This design comes from an exercise in tuning for small area, a short achievable clock period and few clock cycles on the open sky130 flow, not from production work.
In this exercise RTL edits were held to simulation tests only and were not proved equivalent to the original.

==> build 36 <==
## sun
module sun(
    pclk,
    presetn,
    psels,
    penables,
    pwrites,
    paddrs,
    pwdatas,
    prdatas,
    preadys
);
Settings: LEC_CHECK=0, CAP_MARGIN=20, CORE_MARGIN=2, CORE_UTILIZATION=40, GPL_TIMING_DRIVEN=0, PLACE_DENSITY=0.6, SLEW_MARGIN=20; clock period 80.0 ns.
standard.sh (not shown) runs the stock make flow with config.mk's settings and CLKGATE_MAP_FILE= SYNTH_SCRIPT=/design/flow/synth_recipe.tcl, a recipe that flattens the netlist after the stock synthesis.
==> flow/flow/run.sh <==
#!/bin/bash
# Own layout flow: the standard flow (standard.sh) with these changes in how the
# layout is made:
#  - synthesis maps the logic with an area-oriented ABC script (flow/abc_area.script)
#    instead of ORFS's delay-oriented one, and skips the quick generic ABC pass inside
#    Yosys's synth (synth -noabc for the fine stage), so the full adders written in
#    the RTL reach Yosys's full-adder extraction as written. Everything else in
#    synthesis is unchanged, so the registers (names, count, cells) are the standard
#    synthesis's;
#  - the port buffers are sky130_fd_sc_hd__buf_1 cells;
#  - clock tree synthesis adds no dummy loads and uses clkbuf_8 below a clkbuf_16 root.
# Each make run writes its full output to a log file in the work folder.
set -euo pipefail
W=$(pwd)
S="$W/scripts_area"
rm -rf "$S"
cp -r "$FLOW_HOME/scripts" "$S"
cp "$W/flow/abc_area.script" "$S/abc_speed.script"
sed -i 's/-run fine: {\*}\$synth_full_args/-run fine: -noabc {*}$synth_full_args/' "$S/synth.tcl"
grep -q -- '-run fine: -noabc' "$S/synth.tcl"
bash standard.sh SCRIPTS_DIR="$S" synth > "$W/make_synth.log" 2>&1
bash standard.sh BUFFER_PORTS_ARGS="-buffer_cell sky130_fd_sc_hd__buf_1" \
    CTS_ARGS="-sink_clustering_enable -repair_clock_nets -dont_use_dummy_load -root_buf sky130_fd_sc_hd__clkbuf_16 -buf_list sky130_fd_sc_hd__clkbuf_8" \
    finish > "$W/make_finish.log" 2>&1
==> flow/flow/abc_area.script <==
strash
dch -f
amap
==> trial 55 (differences from build 36) <==
--- a/flow/design.v
+++ b/flow/design.v
@@ -44,26 +44,33 @@
 reg [30:0] rd;            
 wire       wa   = ws;                 
 wire       ra   = rs;                 
 wire       a0   = (aq == 4'd0);
 wire       a1   = (aq == 4'd1);
 wire       a2   = (aq == 4'd2);
 wire       a3   = (aq == 4'd3);
 wire       a4   = (aq == 4'd4);
+wire       a5   = (aq == 4'd5);
 wire       pix  = wa & a4;
+wire       rhi  = ra & (aq[3:1] == 3'b011 | aq[3:1] == 3'b100);
+wire       s0   = ra & (aq[3:1] == 3'b011) & (aq[0] ^ ~ph);
+wire       s1   = ra & (aq[3:1] == 3'b011) & (aq[0] ^ ph);
+wire       sh   = ra & (aq[3:1] == 3'b100) & (aq[0] ^ ~od);
+wire       sk   = ra & (aq[3:1] == 3'b100) & (aq[0] ^ od);
 wire       ctl  = wa & a0 & (p == 8'h01);
 wire       busy = ac | dv;
 wire [8:0] gb;
 assign gb[0] = 1'b0;
 genvar i;
 generate for (i = 0; i < 8; i = i + 1) begin : g_cmp
-    assign gb[i+1] = (p[i] & ~thr[i]) | (~(p[i] ^ thr[i]) & gb[i]);
-end endgenerate
-wire [7:0] I    = p & {8{gb[8]}};
+    assign gb[i+1] = (p[i] & ~thr[i]) | (gb[i] & (p[i] | ~thr[i]));
+end endgenerate
+wire       stp  = pix | ac;
+wire [7:0] I    = p & {8{gb[8] & stp}};
 wire       xend = (x == xmax);
 wire       yend = (y == ymax);
 reg  [3:0] dig;
 always @(*) begin
     case ({ph, c[1]})
         2'b00: dig = y[3:0];
         2'b01: dig = y[7:4];
         2'b10: dig = x[3:0];
@@ -86,18 +93,17 @@
     wire a2b = (i < 7) ? m1s[i+1] : m1c[8];
     assign m2s[i]   = a2b ^ pp2[i] ^ m2c[i];
     assign m2c[i+1] = (a2b & pp2[i]) | (m2c[i] & (a2b ^ pp2[i]));
     wire a3b = (i < 7) ? m2s[i+1] : m2c[8];
     assign m3s[i]   = a3b ^ pp3[i] ^ m3c[i];
     assign m3c[i+1] = (a3b & pp3[i]) | (m3c[i] & (a3b ^ pp3[i]));
 end endgenerate
 wire [11:0] pr   = {m3c[8], m3s, m2s[0], m1s[0], pp0[0]};
-wire        stp  = pix | ac;
-wire [15:0] addv = stp ? (c[1] ? {pr, 4'd0} : {4'd0, pr}) : 16'd0;
+wire [15:0] addv = c[1] ? {pr, 4'd0} : {4'd0, pr};
 wire [30:0] ra_in = (ctl | cl) ? 31'd0 : r1;
 wire [31:0] rc;
 wire [30:0] rsum;
 assign rc[0] = 1'b0;
 generate for (i = 0; i < 31; i = i + 1) begin : g_ring
     wire b = (i < 16) ? addv[i] : 1'b0;
     assign rsum[i] = ra_in[i] ^ b ^ rc[i];
     assign rc[i+1] = (ra_in[i] & b) | (rc[i] & (ra_in[i] ^ b));
@@ -119,42 +125,37 @@
 wire        qb    = dcy[25] & ~(&nit);
 wire [23:0] rn    = qb ? t[23:0] : {ps[22:0], nb};
 wire        dstep = last | (dv & (c != 5'd8));
 wire  [7:0] stb   = {1'b0, st == 2'b00, 2'b00, st == 2'b00, 1'b0, st};
 always @(posedge pclk) begin
     ws <= psels & ~penables & pwrites & (paddrs[7:4] == 4'd0);
     rs <= psels & ~penables & ~pwrites & (paddrs[7:4] == 4'd0);
     aq <= paddrs[3:0];
-    if (!busy)
-        p <= pwdatas[7:0];
     if (wa & a1) thr  <= pwdatas[7:0];
     if (wa & a2) xmax <= pwdatas[7:0];
     if (wa & a3) ymax <= pwdatas[7:0];
     r0 <= rsum;
     r1 <= r0;
     ph <= ~ph;
     if (ctl) begin
         nit <= 24'hffffff;
         x   <= 8'd1;
         y   <= 8'd1;
         st  <= 2'b01;
         cl  <= 1'b1;
     end
     if (cl)
         cl <= 1'b0;
-    if (ra) begin
-        case (aq)
-            4'h1: rd[7:0] <= thr;
-            4'h5: rd[7:0] <= stb;
-            4'h6, 4'h7: rd <= (r0 & {31{aq[0] ^ ~ph}}) | (r1 & {31{aq[0] ^ ph}});
-            4'h8, 4'h9: rd <= {23'd0, (hq & {8{aq[0] ^ ~od}}) | (kq & {8{aq[0] ^ od}})};
-            default: ;
-        endcase
-    end
+    rd[30:8] <= (rd[30:8] & {23{~rhi}}) |
+                (r0[30:8] & {23{s0}}) | (r1[30:8] & {23{s1}});
+    rd[7:0]  <= (rd[7:0] & {8{~(rhi | (ra & (a1 | a5)))}}) |
+                (r0[7:0] & {8{s0}}) | (r1[7:0] & {8{s1}}) |
+                (hq & {8{sh}}) | (kq & {8{sk}}) |
+                (thr & {8{ra & a1}}) | (stb & {8{ra & a5}});
     if (stp) begin
         ac <= 1'b1;
         c  <= c + 5'd1;
         if (c[1:0] == 2'd0)
             nit <= t[23:0];
         if (c[1:0] == 2'd3) begin
             ac <= 1'b0;
             c  <= 5'd0;
@@ -172,20 +173,22 @@
             end else begin
                 x  <= x + 8'd1;
                 st <= 2'b10;
             end
         end
     end
     if (dv)
         c <= c + 5'd1;
-    if (dstep) begin
-        {x, y, p} <= rn;
-        kq <= first ? {r0[6:0], qb} : {kq[6:0], qb};
-    end
+    if (dstep)
+        {x, y} <= rn[23:8];
+    p  <= (pwdatas[7:0] & {8{~busy}}) | (rn[7:0] & {8{dstep}}) |
+          (p & {8{busy & ~dstep}});
+    kq <= ({r0[6:0], qb} & {8{first}}) | ({kq[6:0], qb} & {8{dstep & ~first}}) |
+          (kq & {8{~dstep}});
     if (dv & (c == 5'd8))
         hq <= kq;
     if (dv & (c == 5'd16)) begin
         dv <= 1'b0;
         c  <= 5'd0;
         st <= 2'b00;
     end
     pr0 <= wa & (aq <= 4'd4);
==> flow/flow/run.sh (replaced) <==
#!/bin/bash
# Own layout flow: the standard flow (standard.sh) with these changes in how the
# layout is made:
#  - synthesis maps the logic with an area-oriented ABC script (flow/abc_area.script)
#    instead of ORFS's delay-oriented one, and skips the quick generic ABC pass inside
#    Yosys's synth (synth -noabc for the fine stage), so the full adders written in
#    the RTL reach Yosys's full-adder extraction as written. Everything else in
#    synthesis is unchanged, so the registers (names, count, cells) are the standard
#    synthesis's;
#  - the port buffers are sky130_fd_sc_hd__buf_1 cells;
#  - clock tree synthesis builds a plain H-tree (no sink clustering) of the default
#    clkbuf_16 buffers and adds no dummy loads;
#  - the repair steps after placement and global routing do not use buffers or
#    inverters of drive 8 and up (flow/no_big_buffers.tcl, sourced before each step's
#    resizer starts).
# Each make run writes its full output to a log file in the work folder.
set -euo pipefail
W=$(pwd)
S="$W/scripts_area"
rm -rf "$S"
cp -r "$FLOW_HOME/scripts" "$S"
cp "$W/flow/abc_area.script" "$S/abc_speed.script"
sed -i 's/-run fine: {\*}\$synth_full_args/-run fine: -noabc {*}$synth_full_args/' "$S/synth.tcl"
grep -q -- '-run fine: -noabc' "$S/synth.tcl"
bash standard.sh SCRIPTS_DIR="$S" synth > "$W/make_synth.log" 2>&1
PRE_RESIZE_TCL="$W/flow/no_big_buffers.tcl" PRE_GLOBAL_ROUTE_TCL="$W/flow/no_big_buffers.tcl" \
bash standard.sh BUFFER_PORTS_ARGS="-buffer_cell sky130_fd_sc_hd__buf_1" \
    CTS_ARGS="-repair_clock_nets -dont_use_dummy_load" \
    finish > "$W/make_finish.log" 2>&1
==> flow/flow/no_big_buffers.tcl (new file) <==
set_dont_use {sky130_fd_sc_hd__buf_8 sky130_fd_sc_hd__buf_12 sky130_fd_sc_hd__buf_16 sky130_fd_sc_hd__bufinv_8 sky130_fd_sc_hd__bufinv_16 sky130_fd_sc_hd__inv_8 sky130_fd_sc_hd__inv_12 sky130_fd_sc_hd__inv_16}
==> build 39 (differences from build 36) <==
--- a/flow/design.v
+++ b/flow/design.v
@@ -30,17 +30,16 @@
 reg  [7:0] y;             
 reg  [7:0] p;             
 reg [30:0] r0;            
 reg [30:0] r1;
 reg        ph;            
 reg [23:0] nit;           
 reg  [7:0] hq;            
 reg  [7:0] kq;            
-reg        od;            
 reg  [1:0] st;            
 reg        ac;            
 reg        dv;            
 reg        cl;            
 reg  [4:0] c;             
 reg [30:0] rd;            
 wire       wa   = ws;                 
 wire       ra   = rs;                 
@@ -97,33 +96,32 @@
 wire [31:0] rc;
 wire [30:0] rsum;
 assign rc[0] = 1'b0;
 generate for (i = 0; i < 31; i = i + 1) begin : g_ring
     wire b = (i < 16) ? addv[i] : 1'b0;
     assign rsum[i] = ra_in[i] ^ b ^ rc[i];
     assign rc[i+1] = (ra_in[i] & b) | (rc[i] & (ra_in[i] ^ b));
 end endgenerate
-wire        last  = ac & (c[1:0] == 2'd3) & xend & yend;
 wire [23:0] rem   = {x, y, p};
-wire        first = last | (dv & (c == 5'd9));
+wire        first = dv & ((c == 5'd0) | (c == 5'd9));
 wire [23:0] ps    = first ? {1'b0, r0[30:8]} : rem;
 wire        nb    = first ? r0[7] : kq[7];
-wire [24:0] da    = (dv | last) ? {ps, nb} : {17'h1ffff, ~I};
+wire [24:0] da    = dv ? {ps, nb} : {17'h1ffff, ~I};
 wire [24:0] db    = {1'b1, nit};
 wire [25:0] dcy;
 wire [24:0] t;
 assign dcy[0] = 1'b1;
 generate for (i = 0; i < 25; i = i + 1) begin : g_div
     assign t[i]     = da[i] ^ db[i] ^ dcy[i];
     assign dcy[i+1] = (da[i] & db[i]) | (dcy[i] & (da[i] ^ db[i]));
 end endgenerate
 wire        qb    = dcy[25] & ~(&nit);
 wire [23:0] rn    = qb ? t[23:0] : {ps[22:0], nb};
-wire        dstep = last | (dv & (c != 5'd8));
+wire        dstep = dv & (c != 5'd8) & ((c != 5'd0) | ~ph);
 wire  [7:0] stb   = {1'b0, st == 2'b00, 2'b00, st == 2'b00, 1'b0, st};
 always @(posedge pclk) begin
     ws <= psels & ~penables & pwrites & (paddrs[7:4] == 4'd0);
     rs <= psels & ~penables & ~pwrites & (paddrs[7:4] == 4'd0);
     aq <= paddrs[3:0];
     if (!busy)
         p <= pwdatas[7:0];
     if (wa & a1) thr  <= pwdatas[7:0];
@@ -141,57 +139,58 @@
     end
     if (cl)
         cl <= 1'b0;
     if (ra) begin
         case (aq)
             4'h1: rd[7:0] <= thr;
             4'h5: rd[7:0] <= stb;
             4'h6, 4'h7: rd <= (r0 & {31{aq[0] ^ ~ph}}) | (r1 & {31{aq[0] ^ ph}});
-            4'h8, 4'h9: rd <= {23'd0, (hq & {8{aq[0] ^ ~od}}) | (kq & {8{aq[0] ^ od}})};
+            4'h8: rd <= {23'd0, hq};
+            4'h9: rd <= {23'd0, kq};
             default: ;
         endcase
     end
     if (stp) begin
         ac <= 1'b1;
         c  <= c + 5'd1;
         if (c[1:0] == 2'd0)
             nit <= t[23:0];
         if (c[1:0] == 2'd3) begin
             ac <= 1'b0;
             c  <= 5'd0;
             if (xend) begin
                 x <= 8'd1;
                 if (yend) begin
                     st <= 2'b11;
                     dv <= 1'b1;
-                    od <= ph;
-                    c  <= 5'd1;
                 end else begin
                     y  <= y + 8'd1;
                     st <= 2'b10;
                 end
             end else begin
                 x  <= x + 8'd1;
                 st <= 2'b10;
             end
         end
     end
-    if (dv)
-        c <= c + 5'd1;
-    if (dstep) begin
-        {x, y, p} <= rn;
-        kq <= first ? {r0[6:0], qb} : {kq[6:0], qb};
-    end
-    if (dv & (c == 5'd8))
-        hq <= kq;
-    if (dv & (c == 5'd16)) begin
-        dv <= 1'b0;
-        c  <= 5'd0;
-        st <= 2'b00;
+    if (dv) begin
+        if ((c != 5'd0) | ~ph)
+            c <= c + 5'd1;
+        if (dstep) begin
+            {x, y, p} <= rn;
+            kq <= first ? {r0[6:0], qb} : {kq[6:0], qb};
+        end
+        if (c == 5'd8)
+            hq <= kq;
+        if (c == 5'd16) begin
+            dv <= 1'b0;
+            c  <= 5'd0;
+            st <= 2'b00;
+        end
     end
     pr0 <= wa & (aq <= 4'd4);
     prd <= pr0;
     if (!presetn) begin
         pr0 <= 1'b0;
         prd <= 1'b0;
         ac  <= 1'b0;
         dv  <= 1'b0;
==> flow/flow/run.sh (replaced) <==
#!/bin/bash
# Own layout flow: the standard flow (standard.sh) with two changes in how the
# layout is made:
#  - synthesis maps the logic with an area-oriented ABC script (flow/abc_area.script)
#    instead of ORFS's delay-oriented one; everything else in synthesis is unchanged,
#    so the registers (names, count, cells) are the standard synthesis's;
#  - the port buffers are sky130_fd_sc_hd__buf_2 cells.
# Each make run writes its full output to a log file in the work folder.
set -euo pipefail
W=$(pwd)
S="$W/scripts_area"
rm -rf "$S"
cp -r "$FLOW_HOME/scripts" "$S"
cp "$W/flow/abc_area.script" "$S/abc_speed.script"
bash standard.sh SCRIPTS_DIR="$S" synth > "$W/make_synth.log" 2>&1
bash standard.sh BUFFER_PORTS_ARGS="-buffer_cell sky130_fd_sc_hd__buf_2" finish > "$W/make_finish.log" 2>&1
Settings changed: CAP_MARGIN 20 to 0, GPL_TIMING_DRIVEN 0 to default, SLEW_MARGIN 20 to 0.
==> run notes <==
- Build 36 finished clean. Build 39 finished clean. Trial 55 completed without violations.
- The lowest via count belongs to build 36, the highest to build 39.
- First-iteration DRC count, highest first: trial 55, build 39, build 36.
- Between build 36 and build 39, the lower register-to-register slack is in build 36 (gap 0.27 ns).
- Global-route usage, highest first: trial 55, build 39, build 36.
- In build 39 the sequential cell count is lower than in build 36, by 1.
- Non-clock buffer count, lowest first: trial 55, build 36, build 39.
- The lowest final area belongs to trial 55, the highest to build 39.
- Against build 36, the worst hold slack of build 39 is worse by 0.0092 ns.
- Wire length: trial 55 < build 36 < build 39.
- The highest maximum frequency belongs to build 39, the lowest to trial 55.
Testbench counts of build 36, summed over its fixed seeds: cycles 19,920.
Testbench counts of trial 55, summed over its fixed seeds: cycles 19,920.
Testbench counts of build 39, summed over its fixed seeds: cycles 20,016.

static timing again, ports no longer ideal:
In the flow no input, the clock included, has a driving cell. The finished layouts below were timed again as built, in two steps. Step 1 sets driving cells, clkbuf_16 on the clock port and buf_2 on the other inputs (assumed; they add their load-dependent delay and slew). Step 2 times the ports against the registers' clock, not the clock port: input delays grow and output delays shrink by t, the midpoint of the rising clock arrivals with the driver on. Slacks: ideal ports / drivers / drivers and shift; pairs: ideal ports / drivers.
run	t (ns)	slack for setup (ns)	worst setup path at the end	worst slew at a driven data input, ns
build 36	0.508	63.018 / 62.970 / 62.872	input to register	0.03
trial 55	0.465	62.989 / 62.946 / 62.826	input to register	0.04
build 39	0.481	63.036 / 62.993 / 63.064	input to register	0.03
After both steps every run listed still meets setup and hold. The setup slack of trial 55, which loses most, moves by -0.043 ns with the drivers and by -0.163 ns with both steps.
